Context: an optimization exercise on an open-source flow, tuned for small area. The choices shown serve that exercise and are no tape-out recipe. Only simulation tests tie the RTL to the original design; equivalence was not proved. No activity file was given, so power comes from the tool's default toggle rates.

==> flow/design.v <==
module register #(
        parameter BITS = 8
    )(
        input logic [BITS-1:0] r,
        input logic set,
        input logic en,
        input logic clk,
        output logic [BITS-1:0] out
    );
    logic [BITS-1:0] mem_n;
    always_ff @(posedge clk) begin
        mem_n <= ~r & (mem_n | {BITS{set}});
    end
    assign out = ~mem_n & {BITS{en}};
endmodule
module vector_element_alu #(
        parameter BITS = 8,
        parameter N = 64
    )(
        input logic [N-1:0][BITS-1:0] A,
        input logic [BITS-1:0] A_len,
        input logic [N-1:0][BITS-1:0] B,
        input logic [BITS-1:0] B_len,
        input logic [BITS-1:0] scalar,
        input logic [2:0] op_sel,
        input logic scalar_sel,
        input logic set,
        input logic en,
        input logic clk,
        output logic [N-1:0][BITS-1:0] S,
        output logic [BITS-1:0] S_len
    );
    logic is_not, is_mul, use_b, inv, cin, kill, sel_s, sel_c, sel_cmp;
    logic [BITS-1:0] b_xor;
    assign is_not  = (op_sel == 3'd7);
    assign is_mul  = (op_sel == 3'd2);
    assign use_b   = ~scalar_sel & ~is_not;
    assign b_xor = is_not ? '1 : (scalar_sel ? scalar ^ {BITS{inv}} : {BITS{inv}});
    assign inv     = (op_sel == 3'd1) | (op_sel == 3'd3) | is_not;
    assign cin     = (op_sel == 3'd1) | (op_sel == 3'd3);
    assign kill    = op_sel[2];
    assign sel_s   = set & (op_sel != 3'd3) & (op_sel != 3'd4);
    assign sel_c   = set & ((op_sel == 3'd4) | (op_sel == 3'd5));
    assign sel_cmp = set & (op_sel == 3'd3);
    logic a_gt;
    always_comb begin
        a_gt = 1'b0;
        for (int i = 0; i < BITS; i++)
            a_gt = (A_len[i] & ~B_len[i]) | (~(A_len[i] ^ B_len[i]) & a_gt);
    end
    logic sel_a, sel_b;
    assign sel_a = set & (scalar_sel | a_gt);
    assign sel_b = set & ~(scalar_sel | a_gt);
    register #(.BITS(BITS)) len_reg (
        .r((A_len & {BITS{sel_a}}) | (B_len & {BITS{sel_b}})),
        .set(set),
        .en(en),
        .clk(clk),
        .out(S_len)
    );
    genvar i;
    generate
        for (i = 0; i < N; i++) begin : lane
            logic [BITS-1:0] r;
            alu_lane l (
                .a(A[i]),
                .bv(B[i]),
                .b_xor(b_xor),
                .use_b(use_b),
                .inv(inv),
                .m(is_mul),
                .cin(cin),
                .kill(kill),
                .sel_s(sel_s),
                .sel_c(sel_c),
                .sel_cmp(sel_cmp),
                .r(r)
            );
            register #(.BITS(BITS)) res_reg (
                .r(r),
                .set(set),
                .en(en),
                .clk(clk),
                .out(S[i])
            );
        end
    endgenerate
endmodule
module alu_lane (
        input  logic [7:0] a,
        input  logic [7:0] bv,
        input  logic [7:0] b_xor,
        input  logic       use_b,
        input  logic       inv,
        input  logic       m,
        input  logic       cin,
        input  logic       kill,
        input  logic       sel_s,
        input  logic       sel_c,
        input  logic       sel_cmp,
        output logic [7:0] r
    );
    logic [7:0] y;
    assign y = (bv & {8{use_b}}) ^ b_xor;
    logic x0, y0;
    logic [7:0][7:0] ppn;
    assign x0 = a[0] | ~m;
    assign y0 = y[0] | ~m;
    always_comb begin
        ppn = '1;
        for (int k = 0; k < 8; k++) ppn[k][0] = ~(a[k] & y0);
        for (int k = 1; k < 8; k++) ppn[0][k] = ~(x0 & y[k]);
        for (int p = 1; p < 8; p++)
            for (int q = 1; p + q < 8; q++)
                ppn[p][q] = ~(a[p] & y[q] & m);
    end
    logic fc3_0, fc4_0, fc4_1, fc5_0, fc5_1, fc5_2, fc6_0, fc6_1, fc6_2, fc6_3, fs3_0, fs4_0, fs4_1, fs5_0, fs5_1, fs5_2, fs6_0, fs6_1, fs6_2, fs6_3, hc2_0, hc3_1, hc4_2, hc5_3, hc6_4, hs2_0, hs3_1, hs4_2, hs5_3, hs6_4;
    assign hs2_0 = ~(ppn[2][0] ^ ppn[1][1]);
    assign hc2_0 = ppn[2][0] | ppn[1][1];
    assign fs3_0 = ppn[3][0] ^ ppn[1][2] ^ ppn[2][1];
    assign fc3_0 = (ppn[3][0] & ppn[1][2]) | (ppn[3][0] & ppn[2][1]) | (ppn[1][2] & ppn[2][1]);
    assign hs3_1 = ~(fs3_0 ^ hc2_0);
    assign hc3_1 = fs3_0 | hc2_0;
    assign fs4_0 = ppn[4][0] ^ ppn[1][3] ^ ppn[2][2];
    assign fc4_0 = (ppn[4][0] & ppn[1][3]) | (ppn[4][0] & ppn[2][2]) | (ppn[1][3] & ppn[2][2]);
    assign fs4_1 = fs4_0 ^ ppn[3][1] ^ fc3_0;
    assign fc4_1 = (fs4_0 & ppn[3][1]) | (fs4_0 & fc3_0) | (ppn[3][1] & fc3_0);
    assign hs4_2 = ~(fs4_1 ^ hc3_1);
    assign hc4_2 = fs4_1 | hc3_1;
    assign fs5_0 = ppn[5][0] ^ ppn[1][4] ^ ppn[2][3];
    assign fc5_0 = (ppn[5][0] & ppn[1][4]) | (ppn[5][0] & ppn[2][3]) | (ppn[1][4] & ppn[2][3]);
    assign fs5_1 = fs5_0 ^ ppn[3][2] ^ ppn[4][1];
    assign fc5_1 = (fs5_0 & ppn[3][2]) | (fs5_0 & ppn[4][1]) | (ppn[3][2] & ppn[4][1]);
    assign fs5_2 = fs5_1 ^ fc4_0 ^ fc4_1;
    assign fc5_2 = (fs5_1 & fc4_0) | (fs5_1 & fc4_1) | (fc4_0 & fc4_1);
    assign hs5_3 = ~(fs5_2 ^ hc4_2);
    assign hc5_3 = fs5_2 | hc4_2;
    assign fs6_0 = ppn[6][0] ^ ppn[1][5] ^ ppn[2][4];
    assign fc6_0 = (ppn[6][0] & ppn[1][5]) | (ppn[6][0] & ppn[2][4]) | (ppn[1][5] & ppn[2][4]);
    assign fs6_1 = fs6_0 ^ ppn[3][3] ^ ppn[4][2];
    assign fc6_1 = (fs6_0 & ppn[3][3]) | (fs6_0 & ppn[4][2]) | (ppn[3][3] & ppn[4][2]);
    assign fs6_2 = fs6_1 ^ ppn[5][1] ^ fc5_0;
    assign fc6_2 = (fs6_1 & ppn[5][1]) | (fs6_1 & fc5_0) | (ppn[5][1] & fc5_0);
    assign fs6_3 = fs6_2 ^ fc5_1 ^ fc5_2;
    assign fc6_3 = (fs6_2 & fc5_1) | (fs6_2 & fc5_2) | (fc5_1 & fc5_2);
    assign hs6_4 = ~(fs6_3 ^ hc5_3);
    assign hc6_4 = fs6_3 | hc5_3;
    logic [7:0] xn, yn;
    assign xn[0] = ppn[0][0];
    assign yn[0] = ~(y[0] & ~m);
    assign xn[1] = ppn[1][0];
    assign xn[2] = hs2_0;
    assign xn[3] = hs3_1;
    assign xn[4] = hs4_2;
    assign xn[5] = hs5_3;
    assign xn[6] = hs6_4;
    assign xn[7] = ~(ppn[7][0] ^ ppn[1][6] ^ ppn[2][5] ^ ppn[3][4] ^ ppn[4][3] ^ ppn[5][2] ^ ppn[6][1] ^ fc6_0 ^ fc6_1 ^ fc6_2 ^ fc6_3 ^ hc6_4);
    always_comb for (int k = 1; k < 8; k++) yn[k] = ppn[0][k];
    logic [8:0] cn;
    logic [7:0] sn, con, s, co;
    assign cn[0] = ~cin;
    always_comb begin
        for (int k = 0; k < 8; k++) begin
            sn[k]  = xn[k] ^ yn[k] ^ cn[k];
            con[k] = (xn[k] & yn[k]) | (xn[k] & cn[k]) | (yn[k] & cn[k]);
            cn[k+1] = con[k] | kill;
        end
    end
    assign s  = ~sn;
    assign co = ~con;
    logic nz;
    assign nz = |s;
    always_comb begin
        r[0] = (s[0] & sel_s) | (co[0] & sel_c) | (nz & sel_cmp);
        for (int k = 1; k < 8; k++)
            r[k] = (s[k] & sel_s) | (co[k] & sel_c) | (s[7] & sel_cmp);
    end
endmodule
module vec_alu (
        input  logic         clk,
        input  logic         set,
        input  logic         en,
        input  logic [2:0]   op_sel,
        input  logic         scalar_sel,
        input  logic [7:0]   scalar,
        input  logic [511:0] A,
        input  logic [7:0]   A_len,
        input  logic [511:0] B,
        input  logic [7:0]   B_len,
        output logic [511:0] S,
        output logic [7:0]   S_len
    );
    vector_element_alu #(
        .BITS(8),
        .N(64)
    ) alu (
        .A(A),
        .A_len(A_len),
        .B(B),
        .B_len(B_len),
        .scalar(scalar),
        .op_sel(op_sel),
        .scalar_sel(scalar_sel),
        .set(set),
        .en(en),
        .clk(clk),
        .S(S),
        .S_len(S_len)
    );
endmodule
Settings: LEC_CHECK=0, CAP_MARGIN=20, CORE_AREA=5 5 415 415, DIE_AREA=0 0 420 420, SLEW_MARGIN=20; clock period 10.0 ns.
standard.sh (not shown) runs the stock make flow with config.mk's settings and CLKGATE_MAP_FILE= SYNTH_SCRIPT=/design/flow/synth_recipe.tcl, a recipe that flattens the netlist after the stock synthesis.
==> flow/flow/run.sh <==
#!/bin/bash
# The standard layout with these changes:
#  - synthesis is the standard one (synth_recipe.tcl and ORFS's synth.tcl,
#    unchanged otherwise) but ABC maps with flow/area.abc, an area-oriented
#    script, instead of ORFS's delay-oriented abc_speed.script;
#  - flow/en_nor.py then rewrites the output gates that invert en inside
#    each gate to share one inverter (same function, smaller cells);
#  - the port buffers are the smallest buffer cell (sky130_fd_sc_hd__buf_1);
#  - floorplan skips its timing repair, which sizes up gates on nets that
#    are not yet buffered (REMOVE_ABC_BUFFERS=1; synthesis leaves no buffers
#    to remove); placement's repair_design buffers those nets;
#  - pins may sit on adjacent routing tracks (place_pins -min_distance 1
#    -min_distance_in_tracks), so that a smaller die holds all 1577 pins;
#  - clock tree synthesis builds the tree from clkbuf_4 cells and adds no
#    dummy loads (the default builds it from clkbuf_16 cells).
# Every tool's output goes to the ORFS logs under orfs/logs and to
# standard.log; the netlist rewrite reports to en_nor.log.
set -euo pipefail
W=$PWD
# ORFS's synth.tcl with only the abc call's script replaced
sed 's|log_cmd abc {\*}$abc_args|log_cmd abc {*}[lreplace $abc_args 1 1 $::env(MY_ABC_SCRIPT)]|' \
    "$FLOW_HOME/scripts/synth.tcl" > "$W/synth_area.tcl"
grep -q 'MY_ABC_SCRIPT' "$W/synth_area.tcl"
# The standard flow's synthesis wrapper, sourcing that copy
sed "s|source \$::env(SCRIPTS_DIR)/synth.tcl|source $W/synth_area.tcl|" \
    "$W/synth_recipe.tcl" > "$W/synth_recipe_area.tcl"
grep -q "synth_area.tcl" "$W/synth_recipe_area.tcl"
sed "s|SYNTH_SCRIPT=[^ ]*|SYNTH_SCRIPT=$W/synth_recipe_area.tcl|" "$W/standard.sh" > "$W/standard_area.sh"
grep -q "synth_recipe_area.tcl" "$W/standard_area.sh"
WH=$(grep -o 'WORK_HOME=[^ ]*' "$W/standard.sh" | head -1 | cut -d= -f2)
RES="$WH/results/$FLOW_PLATFORM/vec_alu/base"
export MY_ABC_SCRIPT="$W/flow/area.abc"
export BUFFER_PORTS_ARGS="-buffer_cell sky130_fd_sc_hd__buf_1"
export REMOVE_ABC_BUFFERS=1
export PLACE_PINS_ARGS="-min_distance 1 -min_distance_in_tracks"
export CTS_ARGS="-sink_clustering_enable -repair_clock_nets -dont_use_dummy_load -buf_list sky130_fd_sc_hd__clkbuf_4"
bash "$W/standard_area.sh" "$RES/1_2_yosys.v" > "$W/standard_synth.log" 2>&1
python3 "$W/flow/en_nor.py" "$RES/1_2_yosys.v" > "$W/en_nor.log" 2>&1
bash "$W/standard_area.sh" > "$W/standard.log" 2>&1
Other scripts of this flow, unchanged in this note and not shown: flow/flow/area.abc, flow/flow/en_nor.py
Change:
--- a/flow/flow/run.sh
+++ b/flow/flow/run.sh
@@ -14 +14,2 @@
-#  - clock tree synthesis builds the tree from clkbuf_4 cells and adds no
+#  - clock tree synthesis builds the tree from clkbuf_4 cells, in clusters
+#    of up to 14 sinks within 40 um, and adds no
@@ -36 +37 @@
-export CTS_ARGS="-sink_clustering_enable -repair_clock_nets -dont_use_dummy_load -buf_list sky130_fd_sc_hd__clkbuf_4"
+export CTS_ARGS="-sink_clustering_enable -repair_clock_nets -dont_use_dummy_load -buf_list sky130_fd_sc_hd__clkbuf_4 -sink_clustering_size 14 -sink_clustering_max_diameter 40"
- CAP_MARGIN: 20 -> 10
- CORE_AREA: 5 5 415 415 -> 5 5 385 385
- DIE_AREA: 0 0 420 420 -> 0 0 390 390
- SLEW_MARGIN: 20 -> 10
Effect: The changed run passed the timing, DRC and antenna checks. Hold slack barely changes. First-iteration DRC count rises by 4.1%. Flip-flop and latch count is unchanged. Clock power went down by 14%. Final cell count decreases by 2.5%.
Change:
--- a/flow/flow/run.sh
+++ b/flow/flow/run.sh
@@ -12,4 +12 @@
-#  - pins may sit on adjacent routing tracks (place_pins -min_distance 1
-#    -min_distance_in_tracks), so that a smaller die holds all 1577 pins;
-#  - clock tree synthesis builds the tree from clkbuf_4 cells, in clusters
-#    of up to 14 sinks within 40 um, and adds no
+#  - clock tree synthesis builds the tree from clkbuf_4 cells and adds no
@@ -36,2 +33 @@
-export PLACE_PINS_ARGS="-min_distance 1 -min_distance_in_tracks"
-export CTS_ARGS="-sink_clustering_enable -repair_clock_nets -dont_use_dummy_load -buf_list sky130_fd_sc_hd__clkbuf_4 -sink_clustering_size 14 -sink_clustering_max_diameter 40"
+export CTS_ARGS="-sink_clustering_enable -repair_clock_nets -dont_use_dummy_load -buf_list sky130_fd_sc_hd__clkbuf_4"
- CAP_MARGIN: 10 -> 20
- CORE_AREA: 5 5 385 385 -> 5 5 555 555
- DIE_AREA: 0 0 390 390 -> 0 0 560 560
- SLEW_MARGIN: 10 -> 20
Effect: Power climbs by 6.5%. Sequential share of layout area drops by 0.38 points. Final cell count climbs by 15%. Design area climbs by 3.4%. Setup slack gets worse by 42 ps. Wire length climbs by 15%.
Change:
--- a/flow/flow/run.sh
+++ b/flow/flow/run.sh
@@ -12 +12,2 @@
-#  - clock tree synthesis builds the tree from clkbuf_4 cells and adds no
+#  - clock tree synthesis builds the tree from clkbuf_4 cells, in clusters
+#    of up to 14 sinks within 40 um, and adds no
@@ -33 +34 @@
-export CTS_ARGS="-sink_clustering_enable -repair_clock_nets -dont_use_dummy_load -buf_list sky130_fd_sc_hd__clkbuf_4"
+export CTS_ARGS="-sink_clustering_enable -repair_clock_nets -dont_use_dummy_load -buf_list sky130_fd_sc_hd__clkbuf_4 -sink_clustering_size 14 -sink_clustering_max_diameter 40"
- CAP_MARGIN: 20 -> 10
- SLEW_MARGIN: 20 -> 10
After rerunning:
- synthesized cell count is unchanged
- routed wire length hardly moves
- critical path depth is unchanged
- utilization hardly moves
- via count hardly moves
- synthesized area stays the same

static timing again, ports no longer ideal:
The results above use ideal ports. As a check the final layouts listed here were re-extracted and re-timed, cells and wires unchanged. Step 1 sets driving cells, clkbuf_16 on the clock port and buf_2 on the other inputs (assumed; they add their load-dependent delay and slew). Step 2 moves the port delays by t, midway between the first and last clock arrival at a register: inputs arrive t later, outputs are due t later. That takes back most of the time a late clock gives input paths. a / b / c = ideal / step 1 / step 2; a / b = the first two.
run | t (ns) | setup slack, ns | worst setup path at the end | worst data-port slew with drivers (ns)
the first run | 1.282 | 1.596 / 1.508 / 0.226 | input to register | 0.29
the second run | 1.222 | 1.486 / 1.441 / 0.219 | input to register | 0.35
the third run | 1.232 | 1.444 / 1.416 / 0.184 | input to register | 0.37
the fourth run | 1.216 | 1.463 / 1.436 / 0.220 | input to register | 0.39
After both steps every run listed still meets setup and hold. The setup slack of the first run, which loses most, moves by -0.088 ns with the drivers and by -1.370 ns with both steps.
